Source: an optimization exercise on an open RTL-to-GDS flow (aim: small area and a short achievable clock period). Production flows keep margins and buffers that such runs may drop.
At most, simulation tests tie the RTL to the original design; equivalence was not proved.
Function not checked in run 1: the RTL went through the layout flow alone.
No run shown here takes its clock network from TritonCTS; it comes from the design's own scripts or RTL.
The clock input has no modelled driver; a real chip could not lean on it and would need a root buffer or a full tree.
No activity file was given, so power comes from the tool's default toggle rates.

===== flow/run.sh =====
#!/bin/bash
set -euo pipefail
here=$(pwd)
res=$here/orfs/results/sky130hd/fifo/base
export BUFFER_PORTS_ARGS="-buffer_cell sky130_fd_sc_hd__buf_2"
export MY_CTS_K=16 MY_CTS_LEAF=sky130_fd_sc_hd__clkbuf_8 MY_CTS_ROOT=sky130_fd_sc_hd__clkbuf_8
bash standard.sh synth > synth.log 2>&1
bash standard.sh run RUN_SCRIPT=$here/flow/downsize.tcl RUN_LOG_NAME_STEM=1_4_downsize > downsize.log 2>&1
grep -q "^downsize:" downsize.log
touch $res/1_synth.sdc
bash standard.sh place > place.log 2>&1
bash standard.sh run RUN_SCRIPT=$here/flow/my_cts.tcl RUN_LOG_NAME_STEM=4_1_cts_custom > cts.log 2>&1
test -f $res/4_1_cts.odb
cp $res/4_1_cts.odb $res/4_cts.odb
touch $res/4_cts.sdc
bash standard.sh finish > finish.log 2>&1

===== flow/downsize.tcl =====
# Sets every combinational cell of the synthesized netlist to drive strength
# 1 (where the library has it); the flow's timing repair sizes up the cells
# on critical paths again. Registers are left as synthesis made them.
source $::env(SCRIPTS_DIR)/load.tcl
load_design 1_synth.odb 1_synth.sdc
set n 0
foreach inst [get_cells *] {
  set cell [get_property $inst ref_name]
  if {![regexp {^(sky130_fd_sc_hd__[a-z0-9]+)_([0-9]+)$} $cell -> base size]} continue
  if {$size == 1} continue
  set lc [get_lib_cells -quiet ${base}_1]
  if {[llength $lc] == 0} continue
  if {[regexp {__(s?e?df|dl|sdl)} $base]} continue
  replace_cell $inst [lindex $lc 0]
  incr n
}
puts "downsize: $n cells set to drive strength 1"
write_db $::env(RESULTS_DIR)/1_synth.odb

===== flow/my_cts.tcl =====
source $::env(SCRIPTS_DIR)/load.tcl
erase_non_stage_variables cts
load_design 3_place.odb 3_place.sdc

set K        [expr {[info exists ::env(MY_CTS_K)] ? $::env(MY_CTS_K) : 12}]
set LEAF     [expr {[info exists ::env(MY_CTS_LEAF)] ? $::env(MY_CTS_LEAF) : "sky130_fd_sc_hd__clkbuf_16"}]
set R        [expr {[info exists ::env(MY_CTS_R)] ? $::env(MY_CTS_R) : 4}]
set ROOT     [expr {[info exists ::env(MY_CTS_ROOT)] ? $::env(MY_CTS_ROOT) : "sky130_fd_sc_hd__clkbuf_16"}]

set block [ord::get_db_block]

# Output port buffers: move each next to the register that drives it (the
# buffer then drives the wire to the pin), unless MY_CTS_KEEP_OUTBUF is set.
if {![info exists ::env(MY_CTS_KEEP_OUTBUF)]} {
  foreach bt [$block getBTerms] {
    if {[$bt getIoType] ne "OUTPUT"} continue
    set net [$bt getNet]
    set drv ""
    foreach it [$net getITerms] { if {[$it isOutputSignal]} { set drv [$it getInst] } }
    if {$drv eq ""} continue
    set a ""
    foreach it [$drv getITerms] { if {[$it isInputSignal]} { set a $it } }
    if {$a eq "" || [$a getNet] eq "NULL"} continue
    set src ""
    foreach it [[$a getNet] getITerms] { if {[$it isOutputSignal]} { set src [$it getInst] } }
    if {$src eq ""} continue
    set box [$src getBBox]
    $drv setLocation [$box xMax] [$box yMin]
    puts "my_cts: output buffer [$drv getName] moved next to [$src getName]"
  }
}
set clk_net [$block findNet clock]

# register clock pins on the clock net
set sinks {}
foreach it [$clk_net getITerms] {
  set inst [$it getInst]
  set box [$inst getBBox]
  set x [expr {([$box xMin] + [$box xMax]) / 2.0}]
  set y [expr {([$box yMin] + [$box yMax]) / 2.0}]
  lappend sinks [list $it $x $y]
}
set n [llength $sinks]
puts "my_cts: $n sinks, $K clusters"

# k-means, seeded with sinks spread along the sorted-by-x order
set sorted [lsort -real -index 1 $sinks]
set cent {}
for {set k 0} {$k < $K} {incr k} {
  set s [lindex $sorted [expr {int(($k + 0.5) * $n / $K)}]]
  lappend cent [list [lindex $s 1] [lindex $s 2]]
}
set cap [expr {int(ceil(1.15 * $n / $K))}]
for {set iter 0} {$iter < 40} {incr iter} {
  # capacity-limited assignment: sinks in order of best distance
  set cand {}
  set si 0
  foreach s $sinks {
    set k 0
    foreach c $cent {
      set d [expr {abs([lindex $s 1] - [lindex $c 0]) + abs([lindex $s 2] - [lindex $c 1])}]
      lappend cand [list $d $si $k]
      incr k
    }
    incr si
  }
  set cand [lsort -real -index 0 $cand]
  array unset asg
  array unset cnt
  for {set k 0} {$k < $K} {incr k} { set cnt($k) 0 }
  foreach c $cand {
    lassign $c d si k
    if {[info exists asg($si)]} continue
    if {$cnt($k) >= $cap} continue
    set asg($si) $k
    incr cnt($k)
  }
  set newc {}
  for {set k 0} {$k < $K} {incr k} { set sx($k) 0.0; set sy($k) 0.0 }
  for {set si 0} {$si < $n} {incr si} {
    set k $asg($si)
    set s [lindex $sinks $si]
    set sx($k) [expr {$sx($k) + [lindex $s 1]}]
    set sy($k) [expr {$sy($k) + [lindex $s 2]}]
  }
  for {set k 0} {$k < $K} {incr k} {
    if {$cnt($k) > 0} {
      lappend newc [list [expr {$sx($k) / $cnt($k)}] [expr {$sy($k) / $cnt($k)}]]
    } else {
      lappend newc [lindex $cent $k]
    }
  }
  set cent $newc
}

set lib_root [get_lib_cells $ROOT]
set lib_leaf [get_lib_cells $LEAF]
set db [ord::get_db]
set m_root [$db findMaster $ROOT]
set m_leaf [$db findMaster $LEAF]

# group the leaf buffers: k-means on the leaf positions, R groups
set lsorted {}
for {set k 0} {$k < $K} {incr k} { lappend lsorted [list $k {*}[lindex $cent $k]] }
set lsorted [lsort -real -index 1 $lsorted]
set rcent {}
for {set r 0} {$r < $R} {incr r} {
  set s [lindex $lsorted [expr {int(($r + 0.5) * $K / $R)}]]
  lappend rcent [list [lindex $s 1] [lindex $s 2]]
}
set rcap [expr {int(ceil(1.0 * $K / $R))}]
for {set iter 0} {$iter < 30} {incr iter} {
  set cand {}
  for {set k 0} {$k < $K} {incr k} {
    set c [lindex $cent $k]
    set r 0
    foreach rc $rcent {
      lappend cand [list [expr {abs([lindex $c 0] - [lindex $rc 0]) + abs([lindex $c 1] - [lindex $rc 1])}] $k $r]
      incr r
    }
  }
  set cand [lsort -real -index 0 $cand]
  array unset rasg
  array unset rcnt
  for {set r 0} {$r < $R} {incr r} { set rcnt($r) 0; set rsx($r) 0.0; set rsy($r) 0.0 }
  foreach c $cand {
    lassign $c d k r
    if {[info exists rasg($k)]} continue
    if {$rcnt($r) >= $rcap} continue
    set rasg($k) $r
    incr rcnt($r)
  }
  for {set k 0} {$k < $K} {incr k} {
    set r $rasg($k)
    set rsx($r) [expr {$rsx($r) + [lindex [lindex $cent $k] 0]}]
    set rsy($r) [expr {$rsy($r) + [lindex [lindex $cent $k] 1]}]
  }
  set newr {}
  for {set r 0} {$r < $R} {incr r} {
    if {$rcnt($r) > 0} {
      lappend newr [list [expr {$rsx($r) / $rcnt($r)}] [expr {$rsy($r) / $rcnt($r)}]]
    } else {
      lappend newr [lindex $rcent $r]
    }
  }
  set rcent $newr
}

for {set r 0} {$r < $R} {incr r} {
  set rc [lindex $rcent $r]
  set root [odb::dbInst_create $block $m_root clkbuf_root_$r]
  $root setLocation [expr {int([lindex $rc 0])}] [expr {int([lindex $rc 1])}]
  $root setPlacementStatus PLACED
  set rnet [odb::dbNet_create $block clknet_root_$r]
  $rnet setSigType CLOCK
  [$root findITerm A] connect $clk_net
  [$root findITerm X] connect $rnet
  set rootnet($r) $rnet
  puts "my_cts: root $r: $rcnt($r) leaves at $rc"
}

for {set k 0} {$k < $K} {incr k} {
  set c [lindex $cent $k]
  set leaf [odb::dbInst_create $block $m_leaf clkbuf_leaf_$k]
  $leaf setLocation [expr {int([lindex $c 0])}] [expr {int([lindex $c 1])}]
  $leaf setPlacementStatus PLACED
  set net [odb::dbNet_create $block clknet_leaf_$k]
  $net setSigType CLOCK
  [$leaf findITerm A] connect $rootnet($rasg($k))
  [$leaf findITerm X] connect $net
  set leafnet($k) $net
}
for {set si 0} {$si < $n} {incr si} {
  set it [lindex [lindex $sinks $si] 0]
  $it disconnect
  $it connect $leafnet($asg($si))
}
for {set k 0} {$k < $K} {incr k} { puts "my_cts: leaf $k: $cnt($k) sinks at [lindex $cent $k]" }

set_propagated_clock [all_clocks]
estimate_parasitics -placement
report_clock_skew
report_clock_latency

set_placement_padding -global \
  -left $::env(CELL_PAD_IN_SITES_DETAIL_PLACEMENT) \
  -right $::env(CELL_PAD_IN_SITES_DETAIL_PLACEMENT)
detailed_placement
estimate_parasitics -placement

if { !$::env(SKIP_CTS_REPAIR_TIMING) } {
  repair_timing_helper
  detailed_placement
  check_placement -verbose
}
estimate_parasitics -placement
report_clock_skew
report_clock_latency
report_worst_slack

orfs_write_db $::env(RESULTS_DIR)/4_1_cts.odb
orfs_write_sdc $::env(RESULTS_DIR)/4_cts.sdc

===== standard.sh =====
#!/bin/bash
# synth_recipe.tcl (not shown) runs the flow's synth.tcl, then flattens the netlist and writes it again
# the make line also repeats each setting of config.mk as NAME=value (left out here)
make -C /OpenROAD-flow-scripts/flow DESIGN_CONFIG=/design/flow/config.mk WORK_HOME=/design/flow/orfs CLKGATE_MAP_FILE= SYNTH_SCRIPT=/design/flow/synth_recipe.tcl "${@:-finish}"

===== config.mk =====
export PLATFORM = sky130hd
export DESIGN_NAME = fifo
export DESIGN_NICKNAME = fifo
export VERILOG_FILES = /design/flow/design.v
export SDC_FILE = /design/flow/constraint.sdc
export NUM_CORES = 4
export LEC_CHECK = 0
export CAP_MARGIN = 20
export CORE_MARGIN = 2
export CORE_UTILIZATION = 50
export SETUP_SLACK_MARGIN = 1.95
export SLEW_MARGIN = 20
export SYNTH_HIERARCHICAL = 1
export TNS_END_PERCENT = 10

===== constraint.sdc =====
create_clock -name core_clock -period 3.5 [get_ports {clock}]
set_input_delay 0.7000 -clock core_clock [delete_from_list [all_inputs] [get_ports {clock}]]
set_output_delay 0.7000 -clock core_clock [all_outputs]
set_load 0.01 [all_outputs]

===== design.v =====
module fifo(input [8-1:0]  data_in,
            input write_enb,
            input read,
            output [8-1:0] data_out,
            output reg full,
            output reg empty,
            input clock,
            input reset
           );
    localparam W    = 8;
    localparam ROWS = 32 - 1;            
    localparam CW   = 6;                     
    localparam [CW-1:0] L0  = 6'b000001;
    localparam [CW-1:0] L1  = 6'b000010;
    localparam [CW-1:0] L3  = 6'b001000;
    localparam [CW-1:0] L31 = 6'b100100;
    localparam [CW-1:0] L32 = 6'b001001;
    localparam G2   = (ROWS + 1) / 2;        
    reg  [W-1:0]    head;                    
    reg  [W-1:0]    mem [0:ROWS-1];
    reg  [3:0]      ran;                     
    reg  [3:0]      rap;                     
    reg  [7:0]      rbn;                     
    reg  [CW-1:0]   lfsr;                    
    reg             one;                     
    reg             two;                     
    wire le1   = empty | one;                
    wire three = (lfsr == L3);
    wire near  = (lfsr == L31);
    wire [CW-1:0] cu = {lfsr[CW-2:0], lfsr[5] ^ lfsr[4]};    
    wire [CW-1:0] cd = {lfsr[0] ^ lfsr[5], lfsr[CW-1:1]};    
    wire [CW-1:0] c_w  = full  ? L32 : cu;
    wire [CW-1:0] c_r  = empty ? L0  : cd;
    wire [CW-1:0] c_wr = empty ? L1 : full ? L31 : lfsr;
    genvar g;
    integer k;
    wire [3:0] ra = ~ran;
    wire [7:0] rb = ~rbn;
    wire [3:0] ra_up = {ra[2:0], ra[3]};
    wire [7:0] rb_up = ra[3] ? {rb[6:0], rb[7]} : rb;
    wire [3:0] ra_dn = {ra[0], ra[3:1]};
    wire [7:0] rb_dn = ra[0] ? {rb[0], rb[7:1]} : rb;
    wire [ROWS-1:0] rsel;
    generate
      for (g = 0; g < ROWS; g = g + 1) begin : rs
        if (g < ROWS / 2)
          assign rsel[g] = ~(ran[g % 4] | rbn[g / 4]);
        else
          assign rsel[g] = rap[g % 4] & ~rbn[g / 4];
      end
    endgenerate
    wire [CW-1:0] count_n;
    wire          one_n, two_n;
    fifo_sel4 #(.W(CW+2)) u_cnt_n (
      .d00({lfsr,  one,   two}),
      .d10({c_w,   empty, one}),
      .d01({c_r,   two,   three}),
      .d11({c_wr,  le1,   two}),
      .s1(write_enb), .s0(read),
      .y({count_n, one_n, two_n}));
    wire empty_n = ~write_enb & (empty | (read & one));
    wire full_n  = ~read & (full | (write_enb & near));
    wire w        = write_enb & ~full;
    wire rs_keep  = reset & ~le1 & (read ~^ w);
    wire rs_up    = reset & ~le1 & w & ~read;
    wire rs_dn    = reset & ~le1 & read & ~w & ~two;
    wire rs_load  = reset & one & write_enb & ~read;
    wire [3:0] ran_n = ~(({4{rs_keep}} & ra) | ({4{rs_up}} & ra_up) |
                         ({4{rs_dn}} & ra_dn) | ({4{rs_load}} & 4'b0001));
    wire [7:0] rbn_n = ~(({8{rs_keep}} & rb) | ({8{rs_up}} & rb_up) |
                         ({8{rs_dn}} & rb_dn) | ({8{rs_load}} & 8'b00000001));
    assign data_out = head;
    wire [W-1:0] pair_n [0:G2-1];
    generate
      for (g = 0; g < G2 - 1; g = g + 1) begin : grp
        fifo_aoi2 #(.W(W)) u_aoi (
          .a0(mem[2*g]),   .s0(rsel[2*g]),
          .a1(mem[2*g+1]), .s1(rsel[2*g+1]),
          .y(pair_n[g]));
      end
    endgenerate
    fifo_nand2 #(.W(W)) u_last (.a(mem[ROWS-1]), .b({W{rsel[ROWS-1]}}), .y(pair_n[G2-1]));
    wire [W-1:0] din_n;
    fifo_nand2 #(.W(W)) u_din (.a(data_in), .b({W{le1}}), .y(din_n));
    wire [W-1:0] quad [0:3];
    wire [W-1:0] half_n [0:1];
    wire [W-1:0] head_d;
    generate
      for (g = 0; g < 4; g = g + 1) begin : q4
        fifo_nand4 #(.W(W)) u_q (.a(pair_n[4*g]), .b(pair_n[4*g+1]),
          .c(pair_n[4*g+2]), .d(pair_n[4*g+3]), .y(quad[g]));
      end
      for (g = 0; g < 2; g = g + 1) begin : h2
        fifo_nor2 #(.W(W)) u_h (.a(quad[2*g]), .b(quad[2*g+1]), .y(half_n[g]));
      end
    endgenerate
    fifo_nand3 #(.W(W)) u_or (.a(half_n[0]), .b(half_n[1]), .c(din_n), .y(head_d));
    always @(posedge clock)
      if (read | empty)
        head <= head_d;
    always @(posedge clock)
      if (w)
       begin
        for (k = ROWS - 1; k > 0; k = k - 1)
          mem[k] <= mem[k-1];
        mem[0] <= data_in;
       end
    always @(posedge clock)
     begin
      ran <= ran_n;
      rap <= ~ran_n;
      rbn <= rbn_n;
     end
    always @(posedge clock)
     begin
      if (~reset)
       begin
        lfsr  <= L0;
        empty <= 1'b1;
        one   <= 1'b0;
        two   <= 1'b0;
        full  <= 1'b0;
       end
      else
       begin
        lfsr  <= count_n;
        empty <= empty_n;
        one   <= one_n;
        two   <= two_n;
        full  <= full_n;
       end
     end
endmodule
module fifo_aoi2 #(parameter W = 8)
  (input [W-1:0] a0, input [W-1:0] a1,
   input s0, input s1, output [W-1:0] y);
    assign y = ~((a0 & {W{s0}}) | (a1 & {W{s1}}));
endmodule
module fifo_sel4 #(parameter W = 8)
  (input [W-1:0] d00, input [W-1:0] d01, input [W-1:0] d10, input [W-1:0] d11,
   input s1, input s0, output [W-1:0] y);
    assign y = s1 ? (s0 ? d11 : d10) : (s0 ? d01 : d00);
endmodule
module fifo_nand4 #(parameter W = 8)
  (input [W-1:0] a, input [W-1:0] b, input [W-1:0] c, input [W-1:0] d,
   output [W-1:0] y);
    assign y = ~(a & b & c & d);
endmodule
module fifo_nor2 #(parameter W = 8)
  (input [W-1:0] a, input [W-1:0] b, output [W-1:0] y);
    assign y = ~(a | b);
endmodule
module fifo_nand2 #(parameter W = 8)
  (input [W-1:0] a, input [W-1:0] b, output [W-1:0] y);
    assign y = ~(a & b);
endmodule
module fifo_nand3 #(parameter W = 8)
  (input [W-1:0] a, input [W-1:0] b, input [W-1:0] c, output [W-1:0] y);
    assign y = ~(a & b & c);
endmodule

==> results.json, run 1 <==
{
  "core_sq_um": 20960,
  "syn2layout_area_growth_pct": 11.92,
  "p_leak_nw": 3.840,
  "drt_first_pass_iters": 5,
  "timing.rr.end": "rbn[0]",
  "layout_min_cycle_time_ps": 1733,
  "min_from": "mem[4][2]",
  "grt_pass1_wl_microns": 32240,
  "fp.dieW_microns": 149.9,
  "rsz0062_at_grt": "yes",
  "critical_path_class": "input port to register",
  "max_freq_mhz": 577.2,
  "cp_slowest_cell": "or4b_4",
  "synthCells": 660,
  "critical_path.top_delay_family": "simple AND/OR/NAND/NOR gates",
  "slowest_delay_ps": 590,
  "num_vias": 5861,
  "reg2reg_depth": 4,
  "num_antenna_cells": 0,
  "worstMarginPinSlew_ps": 574.7,
  "dpl-instance-area_sq_um": 11000,
  "slew_headroom": 0.6155,
  "crit_required_ps": 3690,
  "cp_max_fo": 5,
  "dieHeight_microns": 149.9,
  "timing.hold.ws_ps": 435.8,
  "clock_skew_ps": 28.88,
  "wl_per_cell_microns": 21.72,
  "avgSynthCellArea_sq_um": 16.13,
  "crit_buf_inv": 1,
  "finalCritPeriodShare": 0.4950,
  "globalRouteOverflowTotal": 0,
  "yosys_warnings": 9,
  "path_clk_slew_ps": 110,
  "hpwl_microns": 12790,
  "grtUsageTotal": 0.1811,
  "syn-cell-area_sq_um": 10650,
  "drv_cap": 0,
  "rrSetupSlack_ps": 1810,
  "ant_nets": 0,
  "finalPower_mw": 5.594,
  "mostFrequentLayoutCell": "edfxtp_1",
  "grt_max_degree": 85,
  "start_kind": "input port",
  "report.final.slew_viol_count": 0,
  "nNetsFinal": 707,
  "reg2reg_from": "one",
  "insertion_delay_ps": 340,
  "rows": 53,
  "cp.arrival_ps": 1920,
  "hold_depth": 0,
  "viasPerCell": 6.067,
  "start_util": 0.5081,
  "antenna_found_initial": 0,
  "synth_nets": 674,
  "final_area_sq_um": 11920,
  "first_iter_violations": 543,
  "worstSetupEndpointType": "register",
  "layout-drive-gt1-share": 0.2243,
  "hold_class": "register to register",
  "hold_end": "mem[5][2]",
  "place_ws_ps": 676.5,
  "finalSetupViolations": 0,
  "drc": 0,
  "die-area_sq_um": 22480,
  "drt_wl_total_microns": 20980,
  "grt_pass1_vias": 5795,
  "power_density_nw_per_um2": 469.4,
  "finalHoldViolations": 0,
  "setup_tns_ps": 0,
  "fin_ws_ps": 1767,
  "place_congestion": 0.7293,
  "cp_cell_sequence": "buf_12 -> nor2b_4 -> or4b_4 -> o32ai_1 -> a21oi_1",
  "io_pins": 22,
  "peakVddDrop_mv": 0.3155,
  "layout_common_cells": "256 x edfxtp_1, 112 x a22oi_1, 34 x nand4_1",
  "numPortBuffers": 21,
  "status": "finished clean"
}
where the power goes:
| group | internal [mW] | leakage (nW) | switching (mW) | total [mW] |
|---|---|---|---|---|
| Clock | 0.522 | 0.144 | 0.910 | 1.43 |
| Combinational | 0.0770 | 0.971 | 0.118 | 0.195 |
| Sequential | 3.87 | 2.72 | 0.0954 | 3.97 |
area by class of cell:
cell class	count	area (sq um)
Timing Repair Buffer	53	456.7
Sequential cell	282	8258
Inverter	7	31.28
Multi-Input combinational cell	329	2551
Tap cell	275	344.1
Buffer	20	275.3
Fill cell	1648	9039
worst reg2reg max path: cells and delay by family (launching register included):
family | cells | cell delay, ps
DFF | 1 | 390
and+or+nand+nor | 2 | 770
AOI/OAI and AO/OA | 2 | 390
through the flow:
step                      cells  utilization
after floorplan             660            -
after global routing        966       0.5687
after global placement      914       0.5251
after detailed placement    914       0.5251
final                       966       0.5687
sequential cells by signal (all words and copies together) (netlist names), 4 cells and up:
register and flops:
rap 4, rbn 8, head 8, ran 4, mem 248, lfsr 6
how the worst max path moves through the flow:
stage	start	slack [ps]	endpoint	cells after the start
after floorplan	write_enb	940	ran[0]	6
after global placement	reset	790	ran[0]	5
after detailed placement	write_enb	680	mem[30][5]	3
after global routing	write_enb	1770	rbn[0]	6
final	write_enb	1770	rbn[0]	5
layer usage:
layer / GRT usage / vias to the layer above / part of all wire
met5: 0 / - / 0
met4: 0.03868 / 0 / 0.018
met3: 0.02256 / 25 / 0.039
met2: 0.2963 / 136 / 0.49
met1: 0.2642 / 3004 / 0.46
li1: - / 2696 / -
==> run 2, diff against run 1 <==
--- a/design.v
+++ b/design.v
@@ -19,7 +19,6 @@
     reg  [W-1:0]    head;                    
     reg  [W-1:0]    mem [0:ROWS-1];
     reg  [3:0]      ran;                     
-    reg  [3:0]      rap;                     
     reg  [7:0]      rbn;                     
     reg  [CW-1:0]   lfsr;                    
     reg             one;                     
@@ -43,10 +42,7 @@
     wire [ROWS-1:0] rsel;
     generate
       for (g = 0; g < ROWS; g = g + 1) begin : rs
-        if (g < ROWS / 2)
-          assign rsel[g] = ~(ran[g % 4] | rbn[g / 4]);
-        else
-          assign rsel[g] = rap[g % 4] & ~rbn[g / 4];
+        assign rsel[g] = ~(ran[g % 4] | rbn[g / 4]);
       end
     endgenerate
     wire [CW-1:0] count_n;
@@ -108,7 +104,6 @@
     always @(posedge clock)
      begin
       ran <= ran_n;
-      rap <= ~ran_n;
       rbn <= rbn_n;
      end
     always @(posedge clock)
--- a/flow/run.sh
+++ b/flow/run.sh
@@ -3,7 +3,7 @@
 here=$(pwd)
 res=$here/orfs/results/sky130hd/fifo/base
 export BUFFER_PORTS_ARGS="-buffer_cell sky130_fd_sc_hd__buf_2"
-export MY_CTS_K=16 MY_CTS_LEAF=sky130_fd_sc_hd__clkbuf_8 MY_CTS_ROOT=sky130_fd_sc_hd__clkbuf_8
+export MY_CTS_K=18 MY_CTS_LEAF=sky130_fd_sc_hd__clkbuf_8 MY_CTS_ROOT=sky130_fd_sc_hd__clkbuf_8
 bash standard.sh synth > synth.log 2>&1
 bash standard.sh run RUN_SCRIPT=$here/flow/downsize.tcl RUN_LOG_NAME_STEM=1_4_downsize > downsize.log 2>&1
 grep -q "^downsize:" downsize.log
--- a/config.mk
+++ b/config.mk
@@ -11,4 +11,4 @@
 export SETUP_SLACK_MARGIN = 1.95
 export SLEW_MARGIN = 20
 export SYNTH_HIERARCHICAL = 1
-export TNS_END_PERCENT = 10
+export TNS_END_PERCENT = 20
==> run 2 against run 1 <==
Effect of this change: combinational power up 2%; critical endpoint is now head[6]; clock skew up 13 ps; sequential share of layout area rose by 0.90 points.
==> results.json, run 2 <==
{
  "p_sw_frac": 0.1987,
  "start_util": 0.5137,
  "intPower_mw": 4.472,
  "clock_skew_ps": 41.61,
  "synth_nets": 653,
  "layout-drive-gt1-share": 0.2162,
  "largestRegisters": "mem: 248 flops, head: 8 flops, rbn: 8 flops",
  "grtUsageTotal": 0.1843,
  "fp.dieW_microns": 148.6,
  "post-route-util": 0.5713,
  "peakVddDrop_mv": 0.3182,
  "dpl-instance-area_sq_um": 10800,
  "critical_path.top_delay_family": "simple AND/OR/NAND/NOR gates",
  "syn2layout_area_growth_pct": 11.22,
  "drv_cap": 0,
  "die-area_sq_um": 22100,
  "p_comb_frac": 0.036,
  "viasPerCell": 6.072,
  "crit_required_ps": 3570,
  "setup_tns_ps": 0,
  "syn-cell-area_sq_um": 10460,
  "finalHoldViolations": 0,
  "yosys_warnings": 9,
  "crit_top_cell": "nor2_2",
  "mostFrequentLayoutCell": "edfxtp_1",
  "layout_common_cells": "256 x edfxtp_1, 111 x a22oi_1, 37 x nor2_2",
  "power_density_nw_per_um2": 479.6,
  "globalRouteOverflowTotal": 0,
  "grt_max_degree": 70,
  "finalCritPeriodShare": 0.4606,
  "power.share.clock": 0.262,
  "io_pins": 22,
  "gr-max-usage-layer": "met2",
  "cp_cell_sequence": "buf_4 -> nor2_2 -> a22oi_2 -> nand4_1 -> nor2_2 -> nand3_1",
  "numPortBuffers": 21,
  "finalSetupViolations": 0,
  "largest_reg_flops": 248,
  "grt_pass1_wl_microns": 32060,
  "drt_first_pass_iters": 5,
  "met1_usage": 0.2815,
  "cp.arrival_ps": 1680,
  "crit_buf_inv": 1,
  "hold_depth": 0,
  "antenna_found_initial": 0,
  "p_leak_nw": 3.748,
  "wl_per_cell_microns": 21.78,
  "drc": 0,
  "grt_use_met3": 0.03037,
  "dieHeight_microns": 148.6,
  "drt_wl_total_microns": 20390,
  "hold_end": "mem[20][2]",
  "place_congestion": 0.7805,
  "critical_path_class": "register to register",
  "worstSetupEndpointType": "register",
  "max_freq_mhz": 620.3,
  "ant_nets": 0,
  "num_antenna_cells": 0,
  "final_area_sq_um": 11630,
  "slew_headroom": 0.6181,
  "status": "finished clean",
  "timing.hold.ws_ps": 418.2,
  "cp.depth": 6,
  "num_vias": 5683,
  "rrSetupSlack_ps": 1890,
  "path_clk_slew_ps": 100,
  "min_from": "mem[19][2]",
  "core_sq_um": 20360,
  "grt_use_met2": 0.2859,
  "power_frac_seq": 0.702,
  "worstMarginPinSlew_ps": 570.7,
  "reg2reg_depth": 6,
  "hold_class": "register to register",
  "grt_pass1_vias": 5582,
  "hpwl_microns": 13050,
  "avgSynthCellArea_sq_um": 16.37,
  "p_sw_mw": 1.109,
  "report.final.slew_viol_count": 0,
  "reg2reg_from": "ran[0]",
  "rsz0062_at_grt": "yes",
  "nNetsFinal": 682,
  "rows": 52,
  "slowest_delay_ps": 420,
  "cp_max_fo": 8,
  "synthCells": 639,
  "first_iter_violations": 476,
  "timing.rr.end": "head[6]",
  "nFillCells": 1561,
  "start_kind": "register",
  "insertion_delay_ps": 340,
  "top_register": "mem",
  "layout_min_cycle_time_ps": 1612,
  "cp_slowest_cell": "dfxtp_4"
}
run 2: how the worst max path moves through the flow:
stage | endpoint | start | slack (ps)
floorplan | mem[0][0] | write_enb | -1360
global placement | rbn[5] | reset | 1370
detailed placement | rbn[2] | reset | 1280
global route | head[2] | ran[0] | 1830
finish | head[6] | ran[0] | 1890
run 2: power groups by stage:
stage | registers, mW | logic (mW) | clock network [mW]
after floorplan | 3.99 | 0.0885 | 0
after global placement | 3.99 | 0.144 | 0
after detailed placement | 4.01 | 0.151 | 0
after global routing | 3.94 | 0.216 | 1.61
final | 3.92 | 0.199 | 1.46
run 2: per-stage QoR:
step	worst slack (ps)	std cells	total power [mW]
after detailed placement	1278	890	4.158
final	1888	936	5.581
after global placement	1366	890	4.138
after global routing	1832	936	5.774
after floorplan	-1357	639	4.076
run 2: cell type report:
class / count / area (sq um) / area share
Inverter: 4 / 21.27 / 0.001828
Buffer: 22 / 302.8 / 0.02602
Timing Repair Buffer: 47 / 464.2 / 0.03990
Multi-Input combinational cell: 315 / 2341 / 0.2012
Tap cell: 270 / 337.8 / 0.02904
Sequential cell: 278 / 8168 / 0.7020
run 2: routing by layer:
| metal | up-vias | wire length, microns |
|---|---|---|
| met5 | - | 0 |
| met1 | 2877 | 9380 |
| met4 | 0 | 357 |
| li1 | 2613 | - |
| met3 | 31 | 1263 |
| met2 | 162 | 9386 |
run 2: worst register-to-register path, delay by kind of cell (launching register included):
family                 cells  cell delay (ps)
DFF                        1              420
AOI/OAI and AO/OA          1              210
buffers and inverters      1              190
and+or+nand+nor            4              540
==> run 3, diff against run 2 <==
--- a/config.mk
+++ b/config.mk
@@ -11,4 +11,4 @@
 export SETUP_SLACK_MARGIN = 1.95
 export SLEW_MARGIN = 20
 export SYNTH_HIERARCHICAL = 1
-export TNS_END_PERCENT = 20
+export TNS_END_PERCENT = 10
==> run 3 against run 2 <==
Effect of this change: hold slack better by 1.3 ps; total power hardly changed; combinational power hardly changed; global-route usage stayed put; first-iteration DRC count is 14% higher; synthesized cell count stayed put; core utilization is 0.14 points lower; synthesized area stayed put; wire length hardly changed; final cell count stayed put; critical endpoint is now mem[18][7]; largest power group unchanged.
==> results.json, run 3 <==
{
  "cp_max_fo": 35,
  "start_kind": "input port",
  "core_sq_um": 20360,
  "drt_first_pass_iters": 5,
  "layout-drive-gt1-share": 0.2117,
  "finalSetupViolations": 0,
  "synth_nets": 653,
  "rrSetupSlack_ps": 1910,
  "numPortBuffers": 21,
  "slew_headroom": 0.6134,
  "power.share.clock": 0.263,
  "place_congestion": 0.7805,
  "dieHeight_microns": 148.6,
  "first_iter_violations": 541,
  "finalHoldViolations": 0,
  "largest_reg_flops": 248,
  "reg2reg_depth": 6,
  "rsz0062_at_grt": "yes",
  "hold_depth": 0,
  "intPower_mw": 4.469,
  "crit_required_ps": 3500,
  "wl_per_cell_microns": 21.79,
  "p_comb_frac": 0.035,
  "largestRegisters": "mem: 248 flops, head: 8 flops, rbn: 8 flops",
  "reg2reg_from": "ran[0]",
  "avgSynthCellArea_sq_um": 16.37,
  "power_density_nw_per_um2": 480.8,
  "num_antenna_cells": 0,
  "drc": 0,
  "report.final.slew_viol_count": 0,
  "worstSetupEndpointType": "register",
  "viasPerCell": 6.059,
  "rows": 52,
  "p_leak_nw": 3.743,
  "top_register": "mem",
  "grtUsageTotal": 0.1843,
  "io_pins": 22,
  "min_from": "mem[19][2]",
  "layout_common_cells": "256 x edfxtp_1, 114 x a22oi_1, 37 x nor2_2",
  "nFillCells": 1564,
  "start_util": 0.5137,
  "stdcell_count": 936,
  "dp.cells": 890,
  "critical_path_class": "input port to register",
  "fp.dieW_microns": 148.6,
  "worstMarginPinSlew_ps": 577.7,
  "path_clk_slew_ps": 100,
  "insertion_delay_ps": 340,
  "globalRouteOverflowTotal": 0,
  "num_vias": 5671,
  "grt_pass1_wl_microns": 32060,
  "p_sw_frac": 0.1993,
  "finalPower_mw": 5.581,
  "grt_max_degree": 70,
  "drv_cap": 0,
  "cp.arrival_ps": 1600,
  "syn-cell-area_sq_um": 10460,
  "syn2layout_area_growth_pct": 10.96,
  "nNetsFinal": 682,
  "grt_pass1_vias": 5582,
  "ant_nets": 0,
  "place_ws_ps": 1278,
  "status": "finished clean",
  "power_frac_seq": 0.702,
  "clock_skew_ps": 40.65,
  "hold_end": "mem[20][2]",
  "mostFrequentLayoutCell": "edfxtp_1",
  "layout_min_cycle_time_ps": 1593,
  "hpwl_microns": 13050,
  "peakVddDrop_mv": 0.3188,
  "fin_ws_ps": 1907,
  "antenna_found_initial": 0,
  "die-area_sq_um": 22100,
  "hold_class": "register to register",
  "max_freq_mhz": 627.9,
  "yosys_warnings": 9,
  "drt_wl_total_microns": 20390,
  "synthCells": 639,
  "finalCritPeriodShare": 0.4550,
  "p_sw_mw": 1.112,
  "timing.rr.end": "head[3]"
}
-- run 3: changes by cell type in the layout (fill, tap and decap cells not counted) --
cell     change
a22oi_2      -3
buf_6        -2
buf_2        +2
a22oi_1      +3
-- run 3: per-layer routing --
layer | track usage | share of wire | up-vias
li1 | - | - | 2611
met1 | 0.2815 | 0.46 | 2877
met2 | 0.2859 | 0.46 | 152
met3 | 0.03037 | 0.060 | 31
met4 | 0.03429 | 0.018 | 0
met5 | 0 | 0 | -
-- run 3: cell type report --
cell class | instances | area, sq um | share of cell area
Sequential cell | 278 | 8168 | 0.7037
Multi-Input combinational cell | 315 | 2326 | 0.2004
Timing Repair Buffer | 47 | 451.7 | 0.03891
Tap cell | 270 | 337.8 | 0.02910
Buffer | 22 | 302.8 | 0.02609
Inverter | 4 | 21.27 | 0.001832
-- run 3: power by group through the flow --
| stage | clock network, mW | registers [mW] | logic (mW) |
|---|---|---|---|
| finish | 1.47 | 3.92 | 0.196 |
| floorplan | 0 | 3.99 | 0.0885 |
| global placement | 0 | 3.99 | 0.144 |
| detailed placement | 0 | 4.01 | 0.151 |
| global route | 1.61 | 3.94 | 0.213 |
-- run 3: worst max-delay path, cell delays in order --
cell,delay (ps)
buf_4,190
nand2b_4,90
clkinvlp_4,140
buf_4,230
buf_16,220
-- run 3: worst max-delay path by stage --
stage	cells past startpoint	slack, ps	startpoint	endpoint
after detailed placement	5	1280	reset	rbn[2]
final	5	1910	write_enb	mem[18][7]
after floorplan	2	-1360	write_enb	mem[0][0]
after global routing	6	1830	ran[0]	head[2]
after global placement	5	1370	reset	rbn[5]
-- run 3: stage by stage --
step           utilization  instance area [sq um]  hold slack, ps  TNS, ps
2_1_floorplan            -                  10470           427.2  -336450
3_3_place_gp        0.5302                  10800           428.7        0
3_5_place_dp        0.5302                  10800           433.8        0
5_1_grt             0.5700                  11610           434.7        0
6_report            0.5700                  11610           419.6        0
==> run 4, diff against run 3 <==
--- a/config.mk
+++ b/config.mk
@@ -8,7 +8,7 @@
 export CAP_MARGIN = 20
 export CORE_MARGIN = 2
 export CORE_UTILIZATION = 50
-export SETUP_SLACK_MARGIN = 1.95
+export SETUP_SLACK_MARGIN = 2.05
 export SLEW_MARGIN = 20
 export SYNTH_HIERARCHICAL = 1
 export TNS_END_PERCENT = 10
==> run 4 against run 3 <==
Effect of this change: core utilization increased by 2.2 points; global-route usage grew 0.80 points; register-to-register slack better by 60 ps; synthesized cell count stayed put; first-iteration DRC count is 4.1% lower; clock power about the same; critical path depth fell by 4; sequential power about the same; final area increased by 3.9%; total power rose by 0.55%; combinational power rose by 16%; highest routed layer unchanged.
==> results.json, run 4 <==
{
  "largest_reg_flops": 248,
  "crit_buf_inv": 1,
  "die-area_sq_um": 22100,
  "worstSetupEndpointType": "output port",
  "dieHeight_microns": 148.6,
  "layout_min_cycle_time_ps": 1579,
  "worstMarginPinSlew_ps": 504.8,
  "start_util": 0.5137,
  "place_congestion": 0.7805,
  "syn-cell-area_sq_um": 10460,
  "finalPower_mw": 5.612,
  "top_register": "mem",
  "clock_skew_ps": 45.20,
  "crit_required_ps": 2800,
  "power_density_nw_per_um2": 465.4,
  "mostFrequentLayoutCell": "edfxtp_1",
  "layout_common_cells": "256 x edfxtp_1, 97 x a22oi_1, 32 x nand4_1",
  "routed.top_layer": "met4",
  "stdcell_count": 951,
  "timing.rr.end": "lfsr[3]",
  "avgSynthCellArea_sq_um": 16.37,
  "p_leak_nw": 3.882,
  "grt_pass1_wl_microns": 33280,
  "hold_end": "mem[20][2]",
  "finalSetupViolations": 0,
  "path_clk_slew_ps": 100,
  "slowest_delay_ps": 390,
  "viasPerCell": 6.041,
  "slew_headroom": 0.6631,
  "nFillCells": 1518,
  "grt_max_degree": 70,
  "cp_max_fo": 1,
  "layout-drive-gt1-share": 0.2687,
  "globalRouteOverflowTotal": 0,
  "grtUsageTotal": 0.1923,
  "critPathLaunch": "head[0]",
  "drt_first_pass_iters": 5,
  "cp_cell_sequence": "buf_6",
  "nNetsFinal": 697,
  "wl_per_cell_microns": 22.06,
  "io_pins": 22,
  "cp_slowest_cell": "edfxtp_1",
  "cp.arrival_ps": 880,
  "finalCritPeriodShare": 0.4510,
  "fp.dieW_microns": 148.6,
  "hpwl_microns": 13050,
  "start_kind": "register",
  "reg2reg_from": "empty",
  "critical_path.top_delay_family": "flip-flops",
  "synthCells": 639,
  "ant_nets": 0,
  "max_freq_mhz": 633.5,
  "num_vias": 5745,
  "drt_wl_total_microns": 20980,
  "rows": 52,
  "synth_nets": 653,
  "drv_cap": 0,
  "status": "finished clean",
  "post-route-util": 0.5921,
  "grt_pass1_vias": 5743,
  "wl_met1_microns": 9728,
  "min_from": "mem[19][2]",
  "dp.cells": 890,
  "rrSetupSlack_ps": 1970,
  "met3_length_microns": 1122,
  "peakVddDrop_mv": 0.3182,
  "hold_depth": 0,
  "numPortBuffers": 21,
  "first_iter_violations": 519,
  "insertion_delay_ps": 340,
  "largestRegisters": "mem: 248 flops, head: 8 flops, rbn: 8 flops",
  "hold_class": "register to register",
  "report.final.slew_viol_count": 0,
  "critical_path_class": "register to output port",
  "finalHoldViolations": 0,
  "rsz0062_at_grt": "yes",
  "drc": 0,
  "num_antenna_cells": 0,
  "antenna_found_initial": 0,
  "core_sq_um": 20360,
  "reg2reg_depth": 6,
  "yosys_warnings": 9,
  "wl_met2_microns": 9697,
  "syn2layout_area_growth_pct": 15.26
}
==> run 4: cell types whose count changed in the layout (fill, tap and decap cells not counted), sizes merged <==
| cell | change |
|---|---|
| buf | +12 |
| bufbuf | +1 |
| clkbuf | +1 |
| or2 | +1 |
==> run 4: report_power, final <==
part / leakage, nW / internal (mW) / switching (mW)
combinational: 1.03 / 0.0958 / 0.132
sequential: 2.69 / 3.82 / 0.0978
clock: 0.158 / 0.571 / 0.892
==> run 4: final cells by class <==
cell class,instances,area [sq um],share of cell area
buffer,22,302.8,0.02511
inverter,4,21.27,0.001764
multi-input combinational,316,2520,0.2090
sequential,278,8178,0.6782
tap,270,337.8,0.02802
timing repair buffer,61,698.2,0.05790
==> run 4: worst max-delay path by stage <==
stage               cells past startpoint          end  slack, ps
floorplan                               2    mem[0][0]      -1360
global placement                        5       rbn[5]       1370
detailed placement                      5       rbn[2]       1280
global route                            1  data_out[4]       1870
finish                                  1  data_out[0]       1920
==> run 4: metrics by stage <==
| step | setup TNS [ps] | instance area, sq um | setup slack [ps] | hold WS, ps |
|---|---|---|---|---|
| after floorplan | -336450 | 10470 | -1357 | 427.2 |
| after global placement | 0 | 10800 | 1366 | 428.7 |
| after detailed placement | 0 | 10800 | 1278 | 433.8 |
| after global routing | 0 | 12060 | 1865 | 434.7 |
| final | 0 | 12060 | 1922 | 416.4 |
==> run 4: layer usage <==
layer  vias up  track usage
li1       2652            -
met1      2897       0.2962
met3        34      0.02638
met5         -            0
met4         0      0.03857
met2       162       0.2984
==> run 4: worst register-to-register path, cell delays in order, from the launching register on <==
cell and delay [ps]:
dfxtp_4 380, buf_8 130, buf_4 120, nor2_1 40, and2_1 140, mux4_1 470, and2_1 170
==> run 5, diff against run 4 <==
--- a/flow/run.sh
+++ b/flow/run.sh
@@ -3,7 +3,6 @@
 here=$(pwd)
 res=$here/orfs/results/sky130hd/fifo/base
 export BUFFER_PORTS_ARGS="-buffer_cell sky130_fd_sc_hd__buf_2"
-export MY_CTS_K=18 MY_CTS_LEAF=sky130_fd_sc_hd__clkbuf_8 MY_CTS_ROOT=sky130_fd_sc_hd__clkbuf_8
 bash standard.sh synth > synth.log 2>&1
 bash standard.sh run RUN_SCRIPT=$here/flow/downsize.tcl RUN_LOG_NAME_STEM=1_4_downsize > downsize.log 2>&1
 grep -q "^downsize:" downsize.log
--- a/flow/my_cts.tcl
+++ b/flow/my_cts.tcl
@@ -8,27 +8,6 @@
 set ROOT     [expr {[info exists ::env(MY_CTS_ROOT)] ? $::env(MY_CTS_ROOT) : "sky130_fd_sc_hd__clkbuf_16"}]
 
 set block [ord::get_db_block]
-
-# Output port buffers: move each next to the register that drives it (the
-# buffer then drives the wire to the pin), unless MY_CTS_KEEP_OUTBUF is set.
-if {![info exists ::env(MY_CTS_KEEP_OUTBUF)]} {
-  foreach bt [$block getBTerms] {
-    if {[$bt getIoType] ne "OUTPUT"} continue
-    set net [$bt getNet]
-    set drv ""
-    foreach it [$net getITerms] { if {[$it isOutputSignal]} { set drv [$it getInst] } }
-    if {$drv eq ""} continue
-    set a ""
-    foreach it [$drv getITerms] { if {[$it isInputSignal]} { set a $it } }
-    if {$a eq "" || [$a getNet] eq "NULL"} continue
-    set src ""
-    foreach it [[$a getNet] getITerms] { if {[$it isOutputSignal]} { set src [$it getInst] } }
-    if {$src eq ""} continue
-    set box [$src getBBox]
-    $drv setLocation [$box xMax] [$box yMin]
-    puts "my_cts: output buffer [$drv getName] moved next to [$src getName]"
-  }
-}
 set clk_net [$block findNet clock]
 
 # register clock pins on the clock net
--- a/config.mk
+++ b/config.mk
@@ -8,7 +8,7 @@
 export CAP_MARGIN = 20
 export CORE_MARGIN = 2
 export CORE_UTILIZATION = 50
-export SETUP_SLACK_MARGIN = 2.05
+export SETUP_SLACK_MARGIN = 1.95
 export SLEW_MARGIN = 20
 export SYNTH_HIERARCHICAL = 1
 export TNS_END_PERCENT = 10
==> run 5 against run 4 <==
Effect of this change: still clean on timing, DRC and antenna; clock power up 18%; wire length decreased by 0.45%; first-iteration DRC count down 4.4%; final cell count fell by 1.5%; die area stayed put; clock skew decreased by 21 ps; largest cell class unchanged; largest power group unchanged.
==> results.json, run 5 <==
{
  "num_vias": 5785,
  "layout-drive-gt1-share": 0.2429,
  "grt_pass1_vias": 5523,
  "layout_common_cells": "256 x edfxtp_1, 99 x a22oi_1, 32 x nand4_1",
  "yosys_warnings": 9,
  "dieHeight_microns": 148.6,
  "crit_required_ps": 2800,
  "synthCells": 639,
  "slowest_delay_ps": 510,
  "insertion_delay_ps": 310,
  "die-area_sq_um": 22100,
  "globalRouteOverflowTotal": 0,
  "worstSetupEndpointType": "output port",
  "path_clk_slew_ps": 90,
  "peakVddDrop_mv": 0.3400,
  "power_frac_seq": 0.671,
  "drt_wl_total_microns": 20880,
  "hpwl_microns": 13050,
  "ant_nets": 0,
  "p_sw_mw": 1.134,
  "cp_max_fo": 1,
  "nFillCells": 1531,
  "start_util": 0.5137,
  "largest_reg_flops": 248,
  "mostFrequentLayoutCell": "edfxtp_1",
  "numPortBuffers": 21,
  "finalHoldViolations": 0,
  "p_sw_frac": 0.1935,
  "antenna_found_initial": 0,
  "grtUsageTotal": 0.1825,
  "p_leak_nw": 3.856,
  "final_area_sq_um": 11970,
  "clock_skew_ps": 24.46,
  "slew_headroom": 0.5733,
  "finalSetupViolations": 0,
  "report.final.slew_viol_count": 0,
  "rows": 52,
  "start_kind": "register",
  "first_iter_violations": 496,
  "cp_cell_sequence": "buf_6",
  "fp.dieW_microns": 148.6,
  "core_sq_um": 20360,
  "post-route-util": 0.5879,
  "drv_cap": 0,
  "power_density_nw_per_um2": 489.4,
  "nNetsFinal": 683,
  "crit_buf_inv": 1,
  "drt_first_pass_iters": 5,
  "drc": 0,
  "p_comb_frac": 0.033,
  "syn-cell-area_sq_um": 10460,
  "largestRegisters": "mem: 248 flops, head: 8 flops, rbn: 8 flops",
  "finalCritPeriodShare": 0.4835,
  "max_freq_mhz": 590.9,
  "setup_tns_ps": 0,
  "cp.arrival_ps": 990,
  "rsz0062_at_grt": "yes",
  "cp_slowest_cell": "edfxtp_1",
  "viasPerCell": 6.174,
  "grt_pass1_wl_microns": 31750,
  "worstMarginPinSlew_ps": 640.1,
  "syn2layout_area_growth_pct": 14.44,
  "status": "finished clean",
  "avgSynthCellArea_sq_um": 16.37,
  "place_congestion": 0.7805,
  "synth_nets": 653,
  "critical_path.top_delay_family": "flip-flops",
  "critical_path_class": "register to output port",
  "top_register": "mem",
  "dpl-instance-area_sq_um": 10800,
  "io_pins": 22,
  "hold_class": "register to register",
  "grt_max_degree": 70,
  "num_antenna_cells": 0,
  "layout_min_cycle_time_ps": 1692,
  "power.share.clock": 0.296,
  "wl_per_cell_microns": 22.29,
  "intPower_mw": 4.725
}
[run 5: final timing paths]
kind                   start          end  slack, ps  depth (start not counted)
setup / recovery     head[0]  data_out[0]       1810                          1
hold / removal    mem[25][1]   mem[26][1]        430                          0
setup reg to reg      ran[0]      head[6]       1890                          6
hold reg to reg   mem[25][1]   mem[26][1]        430                          0
[run 5: metal layers]
layer  wire [microns]  vias to the layer above  global-route usage
li1                 -                     2629                   -
met1             9621                     2957              0.2830
met2             9698                      168              0.2838
met3             1134                       31             0.02055
met4              429                        0             0.03810
met5                0                        -                   0
[run 5: cell type report]
type,count,area (sq um),share of cell area
Tap cell,270,337.8,0.02822
Timing Repair Buffer,53,549.3,0.04588
Inverter,4,21.27,0.001777
Sequential cell,278,8173,0.6827
Multi-Input combinational cell,316,2490,0.2080
Buffer,16,400.4,0.03344
[run 5: power groups by stage]
stage	sequential [mW]	clock [mW]	combinational [mW]
detailed placement	4.01	0	0.151
finish	3.93	1.73	0.196
global route	3.95	1.88	0.211
floorplan	3.99	0	0.0885
global placement	3.99	0	0.144
[run 5: metrics by stage]
step	setup WS (ps)	cells	hold slack, ps	power (mW)
2_1_floorplan	-1357	639	427.2	4.076
3_3_place_gp	1366	890	428.7	4.138
3_5_place_dp	1278	890	433.8	4.158
5_1_grt	1782	937	456.4	6.045
6_report	1808	937	430.0	5.859
==> run 6, diff against run 5 <==
--- a/design.v
+++ b/design.v
@@ -9,62 +9,49 @@
            );
     localparam W    = 8;
     localparam ROWS = 32 - 1;            
-    localparam CW   = 6;                     
-    localparam [CW-1:0] L0  = 6'b000001;
-    localparam [CW-1:0] L1  = 6'b000010;
-    localparam [CW-1:0] L3  = 6'b001000;
-    localparam [CW-1:0] L31 = 6'b100100;
-    localparam [CW-1:0] L32 = 6'b001001;
     localparam G2   = (ROWS + 1) / 2;        
     reg  [W-1:0]    head;                    
     reg  [W-1:0]    mem [0:ROWS-1];
-    reg  [3:0]      ran;                     
-    reg  [7:0]      rbn;                     
-    reg  [CW-1:0]   lfsr;                    
+    reg  [3:0]      can;                     
+    reg  [8:0]      cbn;                     
     reg             one;                     
     reg             two;                     
     wire le1   = empty | one;                
-    wire three = (lfsr == L3);
-    wire near  = (lfsr == L31);
-    wire [CW-1:0] cu = {lfsr[CW-2:0], lfsr[5] ^ lfsr[4]};    
-    wire [CW-1:0] cd = {lfsr[0] ^ lfsr[5], lfsr[CW-1:1]};    
-    wire [CW-1:0] c_w  = full  ? L32 : cu;
-    wire [CW-1:0] c_r  = empty ? L0  : cd;
-    wire [CW-1:0] c_wr = empty ? L1 : full ? L31 : lfsr;
+    wire [3:0] ca = ~can;
+    wire [8:0] cb = ~cbn;
+    wire three = ca[3] & cb[0];              
+    wire near  = ca[3] & cb[7];              
     genvar g;
     integer k;
-    wire [3:0] ra = ~ran;
-    wire [7:0] rb = ~rbn;
-    wire [3:0] ra_up = {ra[2:0], ra[3]};
-    wire [7:0] rb_up = ra[3] ? {rb[6:0], rb[7]} : rb;
-    wire [3:0] ra_dn = {ra[0], ra[3:1]};
-    wire [7:0] rb_dn = ra[0] ? {rb[0], rb[7:1]} : rb;
+    wire [3:0] ca_up = {ca[2:0], ca[3]};
+    wire [8:0] cb_up = ca[3] ? {cb[7:0], cb[8]} : cb;
+    wire [3:0] ca_dn = {ca[0], ca[3:1]};
+    wire [8:0] cb_dn = ca[0] ? {cb[0], cb[8:1]} : cb;
     wire [ROWS-1:0] rsel;
     generate
       for (g = 0; g < ROWS; g = g + 1) begin : rs
-        assign rsel[g] = ~(ran[g % 4] | rbn[g / 4]);
+        assign rsel[g] = ~(can[(g + 2) % 4] | cbn[(g + 2) / 4]);
       end
     endgenerate
-    wire [CW-1:0] count_n;
-    wire          one_n, two_n;
-    fifo_sel4 #(.W(CW+2)) u_cnt_n (
-      .d00({lfsr,  one,   two}),
-      .d10({c_w,   empty, one}),
-      .d01({c_r,   two,   three}),
-      .d11({c_wr,  le1,   two}),
+    wire       one_n, two_n;
+    fifo_sel4 #(.W(2)) u_flags_n (
+      .d00({one,   two}),
+      .d10({empty, one}),
+      .d01({two,   three}),
+      .d11({le1,   two}),
       .s1(write_enb), .s0(read),
-      .y({count_n, one_n, two_n}));
+      .y({one_n, two_n}));
     wire empty_n = ~write_enb & (empty | (read & one));
     wire full_n  = ~read & (full | (write_enb & near));
-    wire w        = write_enb & ~full;
-    wire rs_keep  = reset & ~le1 & (read ~^ w);
-    wire rs_up    = reset & ~le1 & w & ~read;
-    wire rs_dn    = reset & ~le1 & read & ~w & ~two;
-    wire rs_load  = reset & one & write_enb & ~read;
-    wire [3:0] ran_n = ~(({4{rs_keep}} & ra) | ({4{rs_up}} & ra_up) |
-                         ({4{rs_dn}} & ra_dn) | ({4{rs_load}} & 4'b0001));
-    wire [7:0] rbn_n = ~(({8{rs_keep}} & rb) | ({8{rs_up}} & rb_up) |
-                         ({8{rs_dn}} & rb_dn) | ({8{rs_load}} & 8'b00000001));
+    wire w     = write_enb & ~full;
+    wire r     = read & ~empty;
+    wire c_up  = reset & w & ~r;
+    wire c_dn  = reset & r & ~w;
+    wire c_kp  = reset & ~(w ^ r);
+    wire [3:0] can_n = ~(({4{c_kp}} & ca) | ({4{c_up}} & ca_up) |
+                         ({4{c_dn}} & ca_dn) | ({4{~reset}} & 4'b0001));
+    wire [8:0] cbn_n = ~(({9{c_kp}} & cb) | ({9{c_up}} & cb_up) |
+                         ({9{c_dn}} & cb_dn) | ({9{~reset}} & 9'b000000001));
     assign data_out = head;
     wire [W-1:0] pair_n [0:G2-1];
     generate
@@ -103,14 +90,13 @@
        end
     always @(posedge clock)
      begin
-      ran <= ran_n;
-      rbn <= rbn_n;
+      can <= can_n;
+      cbn <= cbn_n;
      end
     always @(posedge clock)
      begin
       if (~reset)
        begin
-        lfsr  <= L0;
         empty <= 1'b1;
         one   <= 1'b0;
         two   <= 1'b0;
@@ -118,7 +104,6 @@
        end
       else
        begin
-        lfsr  <= count_n;
         empty <= empty_n;
         one   <= one_n;
         two   <= two_n;
--- a/flow/run.sh
+++ b/flow/run.sh
@@ -3,6 +3,7 @@
 here=$(pwd)
 res=$here/orfs/results/sky130hd/fifo/base
 export BUFFER_PORTS_ARGS="-buffer_cell sky130_fd_sc_hd__buf_2"
+export MY_CTS_K=18 MY_CTS_LEAF=sky130_fd_sc_hd__clkbuf_8 MY_CTS_ROOT=sky130_fd_sc_hd__clkbuf_8
 bash standard.sh synth > synth.log 2>&1
 bash standard.sh run RUN_SCRIPT=$here/flow/downsize.tcl RUN_LOG_NAME_STEM=1_4_downsize > downsize.log 2>&1
 grep -q "^downsize:" downsize.log
--- a/flow/my_cts.tcl
+++ b/flow/my_cts.tcl
@@ -8,6 +8,27 @@
 set ROOT     [expr {[info exists ::env(MY_CTS_ROOT)] ? $::env(MY_CTS_ROOT) : "sky130_fd_sc_hd__clkbuf_16"}]
 
 set block [ord::get_db_block]
+
+# Output port buffers: move each next to the register that drives it (the
+# buffer then drives the wire to the pin), unless MY_CTS_KEEP_OUTBUF is set.
+if {![info exists ::env(MY_CTS_KEEP_OUTBUF)]} {
+  foreach bt [$block getBTerms] {
+    if {[$bt getIoType] ne "OUTPUT"} continue
+    set net [$bt getNet]
+    set drv ""
+    foreach it [$net getITerms] { if {[$it isOutputSignal]} { set drv [$it getInst] } }
+    if {$drv eq ""} continue
+    set a ""
+    foreach it [$drv getITerms] { if {[$it isInputSignal]} { set a $it } }
+    if {$a eq "" || [$a getNet] eq "NULL"} continue
+    set src ""
+    foreach it [[$a getNet] getITerms] { if {[$it isOutputSignal]} { set src [$it getInst] } }
+    if {$src eq ""} continue
+    set box [$src getBBox]
+    $drv setLocation [$box xMax] [$box yMin]
+    puts "my_cts: output buffer [$drv getName] moved next to [$src getName]"
+  }
+}
 set clk_net [$block findNet clock]
 
 # register clock pins on the clock net
==> run 6 against run 5 <==
Effect of this change: via count is 1.8% lower; synthesized area is 3.9% lower; register-to-register slack hardly changed; final cell count is 4.7% lower; wire length is 5.1% higher; core utilization is 1.9 points lower; clock power is 16% lower; critical path type is now register to register; largest cell class unchanged.
==> results.json, run 6 <==
{
  "status": "finished clean",
  "met3_length_microns": 1449,
  "slowest_delay_ps": 430,
  "syn-cell-area_sq_um": 10060,
  "start_util": 0.5134,
  "globalRouteOverflowTotal": 0,
  "largest_reg_flops": 248,
  "cp_max_fo": 8,
  "num_vias": 5683,
  "rsz0062_at_grt": "yes",
  "power_frac_seq": 0.697,
  "numPortBuffers": 21,
  "largestRegisters": "mem: 248 flops, cbn: 9 flops, head: 8 flops",
  "die-area_sq_um": 21270,
  "cp.arrival_ps": 1660,
  "mostFrequentLayoutCell": "edfxtp_1",
  "grt_pass1_wl_microns": 34110,
  "grt_max_degree": 83,
  "fin_ws_ps": 1885,
  "slew_headroom": 0.5910,
  "drt_first_pass_iters": 5,
  "hold_depth": 0,
  "clock_skew_ps": 36.84,
  "grtUsageTotal": 0.2033,
  "synthCells": 604,
  "place_ws_ps": 1120,
  "power_density_nw_per_um2": 502.1,
  "dieHeight_microns": 145.8,
  "cp_cell_sequence": "nor2_2 -> a22oi_1 -> nand4_1 -> nor2_4 -> nand3_1",
  "max_freq_mhz": 619.2,
  "worstSetupEndpointType": "register",
  "nFillCells": 1537,
  "p_comb_frac": 0.045,
  "peakVddDrop_mv": 0.3102,
  "insertion_delay_ps": 330,
  "drt_wl_total_microns": 21960,
  "path_clk_slew_ps": 100,
  "post-route-util": 0.5689,
  "hpwl_microns": 13250,
  "cp_slowest_cell": "dfxtp_2",
  "p_sw_frac": 0.2060,
  "top_register": "mem",
  "critical_path_class": "register to register",
  "power.share.clock": 0.259,
  "synth_nets": 616,
  "nNetsFinal": 642,
  "antenna_found_initial": 0,
  "rows": 51,
  "crit_required_ps": 3540,
  "layout_common_cells": "256 x edfxtp_1, 116 x a22oi_1, 32 x nand4_1",
  "stdcell_count": 893,
  "layout_min_cycle_time_ps": 1615,
  "place_congestion": 0.8220,
  "drv_cap": 0,
  "finalHoldViolations": 0,
  "io_pins": 22,
  "yosys_warnings": 9,
  "first_iter_violations": 715,
  "multi_input_area_sq_um": 2086,
  "intPower_mw": 4.444,
  "finalSetupViolations": 0,
  "core_sq_um": 19590,
  "viasPerCell": 6.364,
  "syn2layout_area_growth_pct": 10.81,
  "report.final.slew_viol_count": 0,
  "finalCritPeriodShare": 0.4614,
  "p_sw_mw": 1.153,
  "reg2reg_depth": 5,
  "grt_pass1_vias": 5657,
  "p_leak_nw": 3.761,
  "worstMarginPinSlew_ps": 612.9,
  "wl_per_cell_microns": 24.59,
  "drc": 0,
  "start_kind": "register",
  "wl_met1_microns": 9639,
  "wl_met2_microns": 10210,
  "timing.hold.ws_ps": 434.6,
  "ant_nets": 0,
  "fp.dieW_microns": 145.8,
  "routed.top_layer": "met4",
  "avgSynthCellArea_sq_um": 16.65,
  "dp.cells": 853,
  "num_antenna_cells": 0,
  "seqCellArea_sq_um": 8056,
  "layout-drive-gt1-share": 0.2022,
  "hold_class": "register to register"
}
## run 6: critical path: cells and delay by family (launching register included)
kind             cells  cell delay [ps]
flip-flops           1              430
AO/OA/AOI/OAI        1              190
AND/OR/NAND/NOR      4              720
## run 6: final timing paths
path	from	to	slack (ps)
setup reg to reg	cbn[7]	head[6]	1890
setup / recovery	cbn[7]	head[6]	1890
hold / removal	mem[5][2]	mem[6][2]	430
hold reg to reg	mem[5][2]	mem[6][2]	430
## run 6: layout make-up
type | count | share of cell area
flip-flops and latches | 273 | 0.7228
inverters | 8 | 0.002694
multi-input cells | 284 | 0.1871
repair buffers | 41 | 0.03042
plain buffers | 22 | 0.02717
well taps | 265 | 0.02975
## run 6: layer usage
layer	vias up	track usage
met3	55	0.02414
met2	241	0.3210
met1	2904	0.3054
met5	-	0
li1	2483	-
met4	0	0.05098
## run 6: metrics by stage
| step | TNS, ps | instance area (sq um) | total power [mW] |
|---|---|---|---|
| 5_1_grt | 0 | 11150 | 5.785 |
| 3_5_place_dp | 0 | 10380 | 4.164 |
| 3_3_place_gp | 0 | 10380 | 4.153 |
| 2_1_floorplan | -2215 | 10080 | 4.055 |
| 6_report | 0 | 11150 | 5.597 |
## run 6: power groups by stage
stage	combinational, mW	sequential (mW)	clock [mW]
floorplan	0.121	3.93	0
global placement	0.182	3.97	0
detailed placement	0.186	3.98	0
global route	0.269	3.92	1.59
finish	0.250	3.90	1.45
==> run 7, diff against run 6 <==
--- a/design.v
+++ b/design.v
@@ -14,12 +14,10 @@
     reg  [W-1:0]    mem [0:ROWS-1];
     reg  [3:0]      can;                     
     reg  [8:0]      cbn;                     
-    reg             one;                     
-    reg             two;                     
-    wire le1   = empty | one;                
     wire [3:0] ca = ~can;
     wire [8:0] cb = ~cbn;
-    wire three = ca[3] & cb[0];              
+    wire one   = ca[1] & cb[0];              
+    wire le1   = empty | one;                
     wire near  = ca[3] & cb[7];              
     genvar g;
     integer k;
@@ -33,14 +31,6 @@
         assign rsel[g] = ~(can[(g + 2) % 4] | cbn[(g + 2) / 4]);
       end
     endgenerate
-    wire       one_n, two_n;
-    fifo_sel4 #(.W(2)) u_flags_n (
-      .d00({one,   two}),
-      .d10({empty, one}),
-      .d01({two,   three}),
-      .d11({le1,   two}),
-      .s1(write_enb), .s0(read),
-      .y({one_n, two_n}));
     wire empty_n = ~write_enb & (empty | (read & one));
     wire full_n  = ~read & (full | (write_enb & near));
     wire w     = write_enb & ~full;
@@ -98,15 +88,11 @@
       if (~reset)
        begin
         empty <= 1'b1;
-        one   <= 1'b0;
-        two   <= 1'b0;
         full  <= 1'b0;
        end
       else
        begin
         empty <= empty_n;
-        one   <= one_n;
-        two   <= two_n;
         full  <= full_n;
        end
      end
@@ -115,11 +101,6 @@
   (input [W-1:0] a0, input [W-1:0] a1,
    input s0, input s1, output [W-1:0] y);
     assign y = ~((a0 & {W{s0}}) | (a1 & {W{s1}}));
-endmodule
-module fifo_sel4 #(parameter W = 8)
-  (input [W-1:0] d00, input [W-1:0] d01, input [W-1:0] d10, input [W-1:0] d11,
-   input s1, input s0, output [W-1:0] y);
-    assign y = s1 ? (s0 ? d11 : d10) : (s0 ? d01 : d00);
 endmodule
 module fifo_nand4 #(parameter W = 8)
   (input [W-1:0] a, input [W-1:0] b, input [W-1:0] c, input [W-1:0] d,
==> run 7 against run 6 <==
Effect of this change: core utilization is 0.89 points higher; sequential share of layout area is 1.2 points lower; via count is 0.92% higher; critical path type is now register to output port; critical endpoint is now data_out[4].
==> results.json, run 7 <==
{
  "num_antenna_cells": 0,
  "peakVddDrop_mv": 0.2967,
  "critical_path_class": "register to output port",
  "slew_headroom": 0.6217,
  "drv_cap": 0,
  "grt_max_degree": 95,
  "hpwl_microns": 13620,
  "hold_class": "register to register",
  "stdcell_count": 919,
  "largestRegisters": "mem: 248 flops, cbn: 9 flops, head: 8 flops",
  "cp_max_fo": 1,
  "first_iter_violations": 616,
  "io_pins": 22,
  "globalRouteOverflowTotal": 0,
  "largest_reg_flops": 248,
  "cp_slowest_cell": "edfxtp_1",
  "cp_cell_sequence": "buf_6",
  "reg2reg_depth": 6,
  "drc": 0,
  "rows": 51,
  "finalHoldViolations": 0,
  "finalSetupViolations": 0,
  "cp.depth": 1,
  "critPathLaunch": "head[4]",
  "status": "finished clean",
  "reg2reg_from": "can[3]",
  "worstMarginPinSlew_ps": 566.8,
  "timing.rr.end": "head[7]",
  "clock_skew_ps": 38.36,
  "viasPerCell": 6.240,
  "setup_tns_ps": 0,
  "syn2layout_area_growth_pct": 13.29,
  "report.final.slew_viol_count": 0,
  "numPortBuffers": 21,
  "drt_wl_total_microns": 22730,
  "wl_per_cell_microns": 24.73,
  "critical_path.top_delay_family": "flip-flops",
  "final_area_sq_um": 11280,
  "grt_pass1_vias": 5677,
  "syn-cell-area_sq_um": 9960,
  "cp.arrival_ps": 890,
  "mostFrequentLayoutCell": "edfxtp_1",
  "finalCritPeriodShare": 0.4539,
  "worstSetupEndpointType": "output port",
  "layout_common_cells": "256 x edfxtp_1, 106 x a22oi_1, 32 x nand4_1",
  "layout_min_cycle_time_ps": 1589,
  "antenna_found_initial": 0,
  "dieHeight_microns": 145.1,
  "start_util": 0.5101,
  "insertion_delay_ps": 340,
  "timing.hold.ws_ps": 433.9,
  "start_kind": "register",
  "crit_buf_inv": 1,
  "finalPower_mw": 5.621,
  "synth_nets": 625,
  "grtUsageTotal": 0.2069,
  "synthCells": 613,
  "ant_nets": 0,
  "die-area_sq_um": 21060,
  "slowest_delay_ps": 400,
  "critPathCapture": "data_out[4]",
  "nNetsFinal": 668,
  "path_clk_slew_ps": 100,
  "rsz0062_at_grt": "yes",
  "yosys_warnings": 9,
  "drt_first_pass_iters": 5,
  "p_leak_nw": 3.703,
  "layout-drive-gt1-share": 0.2355,
  "rrSetupSlack_ps": 1920,
  "core_sq_um": 19530,
  "grt_pass1_wl_microns": 33980,
  "fp.dieW_microns": 145.1,
  "max_freq_mhz": 629.5,
  "top_register": "mem",
  "num_vias": 5735,
  "dpl-instance-area_sq_um": 10320,
  "crit_required_ps": 2800,
  "dp.cells": 864,
  "place_congestion": 0.8464,
  "avgSynthCellArea_sq_um": 16.25,
  "power_density_nw_per_um2": 498.2
}
[run 7: worst min path at each step]
stage	slack (ps)	cells after the start	end	start
after floorplan	430	0	mem[10][0]	mem[9][0]
after global placement	430	0	mem[10][6]	mem[9][6]
after detailed placement	430	0	mem[13][6]	mem[12][6]
after global routing	450	0	mem[10][1]	mem[9][1]
final	430	0	mem[10][1]	mem[9][1]
[run 7: power by group]
part | internal, mW | switching (mW)
Combinational | 0.103 | 0.202
Clock | 0.571 | 0.875
Sequential | 3.76 | 0.110
[run 7: cell type report]
cell class / count / area, sq um
fill: 1504 / 8243
timing repair inverter: 4 / 55.05
buffer: 22 / 302.8
multi-input combinational: 295 / 2103
tap: 265 / 331.6
inverter: 11 / 67.56
timing repair buffer: 51 / 407.9
sequential: 271 / 8015
[run 7: stage by stage]
| stage | setup slack (ps) | util |
|---|---|---|
| 2_1_floorplan | 1534 | - |
| 6_report | 1911 | 0.5779 |
| 5_1_grt | 1862 | 0.5779 |
| 3_5_place_dp | 1201 | 0.5285 |
| 3_3_place_gp | 1263 | 0.5285 |
[run 7: layer usage]
layer	part of all wire	up-vias	global-route usage
met4	0.038	0	0.06422
met5	0	-	0
met1	0.41	2905	0.2928
met3	0.074	55	0.03239
li1	-	2516	-
met2	0.48	259	0.3350

-- re-timing with driven ports --
Ports are ideal in the flow. The routed layouts listed here were re-timed in OpenROAD.
Step 1, drivers: a clkbuf_16 drives clock and a buf_2 each remaining input, both assumed.
Step 2 times the ports against the registers' clock, not the clock port: input delays grow and output delays shrink by t, the midpoint of the rising clock arrivals with the driver on.
Three values: no drivers, after step 1, after step 2; two values: the first two.
| run | t (ns) | slack for setup (ns) | hold slack, ns | worst setup path after step 2 | slew at the worst register clock pin (ns) |
|---|---|---|---|---|---|
| run 1 | 0.390 | 1.767 / 1.774 / 1.384 | 0.436 / 0.436 / 0.436 | input to register | 0.12 / 0.12 |
| run 2 | 0.391 | 1.888 / 1.846 / 1.573 | 0.418 / 0.418 / 0.418 | input to register | 0.10 / 0.10 |
| run 3 | 0.392 | 1.907 / 1.847 / 1.564 | 0.420 / 0.420 / 0.420 | input to register | 0.10 / 0.10 |
| run 4 | 0.393 | 1.921 / 1.846 / 1.596 | 0.416 / 0.416 / 0.416 | input to register | 0.10 / 0.10 |
| run 5 | 0.385 | 1.808 / 1.717 / 1.607 | 0.430 / 0.430 / 0.430 | input to register | 0.09 / 0.09 |
| run 6 | 0.397 | 1.885 / 1.830 / 1.557 | 0.435 / 0.435 / 0.435 | input to register | 0.10 / 0.10 |
| run 7 | 0.393 | 1.911 / 1.835 / 1.576 | 0.434 / 0.434 / 0.434 | input to register | 0.11 / 0.11 |
After both steps every run listed still meets setup and hold. For run 1, which loses most, drivers alone change the setup slack by +0.007 ns; drivers and shift together by -0.383 ns.
